What follows belongs to an exercise in optimizing a design on an open flow for small area and a short achievable clock period; a production flow would make more cautious choices.
The RTL was checked by simulation tests, not by an equivalence proof against the original design.
Power and IR drop assume default switching activity.

Setup of run A:
Design mips_pipeline, start of the top module:
module mips_pipeline( clk, rst, pc_enable, imem_addr, imem_rdata,
					  dmem_addr, dmem_wdata, dmem_we, dmem_rdata );
	input clk, rst, pc_enable ;
	output [31:0] imem_addr ;
	input [31:0] imem_rdata ;
	output [31:0] dmem_addr, dmem_wdata ;
	output dmem_we ;
	input [31:0] dmem_rdata ;
	reg [31:0] pc ;
	wire [31:0] pc4 = { pc[31:2] + 30'd1, pc[1:0] } ;
	assign imem_addr = pc ;
	reg [31:0] id_instr, id_pc4 ;
	reg id_valid ;
	always @( posedge clk ) begin
		id_instr <= imem_rdata ;
		id_pc4 <= pc4 ;
		id_valid <= !rst ;
	end
	wire [5:0] op = id_instr[31:26] ;
	wire [5:0] funct = id_instr[5:0] ;
	wire [4:0] rs = id_instr[25:21] ;
	wire [4:0] rt = id_instr[20:16] ;
	wire [4:0] rd = id_instr[15:11] ;
	wire [4:0] shamt = id_instr[10:6] ;
	wire [31:0] sext = { {16{id_instr[15]}}, id_instr[15:0] } ;
	wire rtype = id_valid && ( op == 6'd0 ) ;
	wire i_srl  = rtype && ( funct == 6'd2 ) ;
	wire i_divu = rtype && ( funct == 6'd27 ) ;
	wire i_mfhi = rtype && ( funct == 6'd16 ) ;
	wire i_mflo = rtype && ( funct == 6'd18 ) ;
	wire i_jr   = rtype && ( funct == 6'd8 ) ;
	wire i_add  = rtype && ( funct == 6'd32 ) ;
	wire i_sub  = rtype && ( funct == 6'd34 ) ;
	wire i_or   = rtype && ( funct == 6'd37 ) ;
	wire i_slt  = rtype && ( funct == 6'd42 ) ;
	wire i_lw   = id_valid && ( op == 6'd35 ) ;
	wire i_sw   = id_valid && ( op == 6'd43 ) ;
	wire i_beq  = id_valid && ( op == 6'd4 ) ;
	wire i_ori  = id_valid && ( op == 6'd13 ) ;
	wire i_j    = id_valid && ( op == 6'd2 ) ;
	wire reg_write = ( rtype && !i_jr ) || i_lw || i_ori ;
	wire [4:0] waddr = !reg_write ? 5'd0 : rtype ? rd : rt ;
	wire s_sum = i_add || i_sub || i_lw || i_sw || i_beq ;
	wire s_or  = i_or || i_ori ;
	wire s_slt = i_slt ;
	wire s_srl = i_srl ;
	wire s_and = !( s_sum || s_or || s_slt || s_srl ) ;
	wire inv_b = i_sub || i_slt ;
	wire alu_src = i_lw || i_sw || i_ori ;
	wire b_neg = !alu_src && !i_beq && inv_b ;
	wire b_pos = !alu_src && !i_beq && !inv_b ;
	wire y_xor = !i_sw && !i_divu ;
	wire a_reg = !i_beq ;
	reg [31:0] rf [1:31] ;
	wire [31:0] rd1, rd2 ;
	wire [31:1] sel1, sel2 ;
	integer k ;
	genvar gi, gb ;
	generate
		for ( gi = 1 ; gi < 32 ; gi = gi + 1 ) begin : rdsel
			assign sel1[gi] = ( rs == gi ) ;
			assign sel2[gi] = ( rt == gi ) ;
		end
		for ( gb = 0 ; gb < 32 ; gb = gb + 1 ) begin : rdbit
			wire [31:1] col ;
			for ( gi = 1 ; gi < 32 ; gi = gi + 1 ) begin : c
  ...
For scale: about 4200 cells after synthesis.
Settings: LEC_CHECK=0, CAP_MARGIN=20, CELL_PAD_IN_SITES_DETAIL_PLACEMENT=1, CELL_PAD_IN_SITES_GLOBAL_PLACEMENT=1, CORE_MARGIN=2, CORE_UTILIZATION=52, CTS_CLUSTER_DIAMETER=110, CTS_CLUSTER_SIZE=22, PLACE_DENSITY=0.66, SLEW_MARGIN=20, SYNTH_HIERARCHICAL=1, SYNTH_MINIMUM_KEEP_SIZE=0; clock period 14.5 ns.
standard.sh (not shown) runs the stock make flow with config.mk's settings and CLKGATE_MAP_FILE= SYNTH_SCRIPT=/design/flow/synth_recipe.tcl, a recipe that flattens the netlist after the stock synthesis.
==> flow/flow/run.sh <==
#!/bin/bash
# Layout flow: the standard ORFS flow (standard.sh, unchanged synthesis,
# floorplan, power grid, placement, CTS and routing) with two changes:
#  - every input and output port still gets a buffer, but a plain
#    sky130_fd_sc_hd__buf_2 instead of the cell buffer_ports picks by itself;
#  - setup repair aims for 10.7 ns of slack on the 14.5 ns clock, so that
#    the resizer works on the paths that set the achieved period.
# The SDC, clock period, I/O delays and loads are the standard flow's, untouched.
# make's full output goes to standard.log; each ORFS step keeps its own log
# under orfs/logs/.
set -euo pipefail
bash standard.sh \
	"BUFFER_PORTS_ARGS=-buffer_cell sky130_fd_sc_hd__buf_2" \
	SETUP_SLACK_MARGIN=10.7 \
	finish > standard.log 2>&1
--- input diff run A..run B ---
- PLACE_DENSITY changed from 0.66 to 0.63
- CORE_UTILIZATION changed from 52 to 46
Findings:
Run A completed; timing, DRC and antenna clean. Run B did not stop at any stage, and its layout met the timing, design-rule and antenna checks. Sort run A and run B by cell area, ascending, and run A comes first. Post-place setup slack ended up 0.030 ns lower on run B than on run A. On layout buffering overhead excluding clock cells, the higher figure sits with run B, not run A. Comparing run A with run B, the sequential cell area came out essentially unchanged. Of the two candidates, run A has the worse worst setup margin and run B the better one. Data arrival time of the worst path is lower on run B. Count of clock-buffer cells in the layout: run A and run B compared, lower one is run A. Between run B and run A, it is run B whose first-iteration detailed-routing DRC count is lower, by 1393. Taking run B over run A, the standard cell core area ratio works out to 1.13.
The following lists how run C was set up differently from run B:
--- a/flow/flow/run.sh
+++ b/flow/flow/run.sh
@@ -5,3 +5,3 @@
 #    sky130_fd_sc_hd__buf_2 instead of the cell buffer_ports picks by itself;
-#  - setup repair aims for 10.7 ns of slack on the 14.5 ns clock, so that
+#  - setup repair aims for 10.5 ns of slack on the 14.5 ns clock, so that
 #    the resizer works on the paths that set the achieved period.
@@ -13,3 +13,3 @@
 	"BUFFER_PORTS_ARGS=-buffer_cell sky130_fd_sc_hd__buf_2" \
-	SETUP_SLACK_MARGIN=10.7 \
+	SETUP_SLACK_MARGIN=10.5 \
 	finish > standard.log 2>&1
## What came out
Of run B and run C, the lower setup slack belongs to run B.
Run C vs run B — via count of the first global-routing pass climbed slightly
Summary of run C over run B: final critical delay including setup and external delays now sits lower; total power roughly the same; number of nets in the final layout level.
Any difference in final wirelength between run B and run C is small enough to ignore.

-- re-timing with driven ports --
How much do the figures lean on ideal ports? The routed layouts below were timed once more, with nothing changed but the port constraints.
Step 1, drivers: a clkbuf_16 drives clk and a buf_2 each remaining input, both assumed.
Step 2 times the ports against the registers' clock, not the clock port: input delays grow and output delays shrink by t, the midpoint of the rising clock arrivals with the driver on.
Slacks: ideal ports / drivers / drivers and shift; pairs: ideal ports / drivers.
run | t (ns) | setup slack, ns | clock arrival spread, ns | cell pins on the clock port's net
run A | 0.801 | 10.301 / 10.219 / 10.021 | 0.045 / 0.046 | 1
run B | 0.786 | 10.348 / 10.268 / 9.992 | 0.029 / 0.029 | 1
run C | 0.792 | 10.354 / 10.273 / 9.854 | 0.031 / 0.031 | 1
After both steps setup and hold are still met in every run listed. For run C, which loses most, drivers alone change the setup slack by -0.081 ns; drivers and shift together by -0.500 ns.
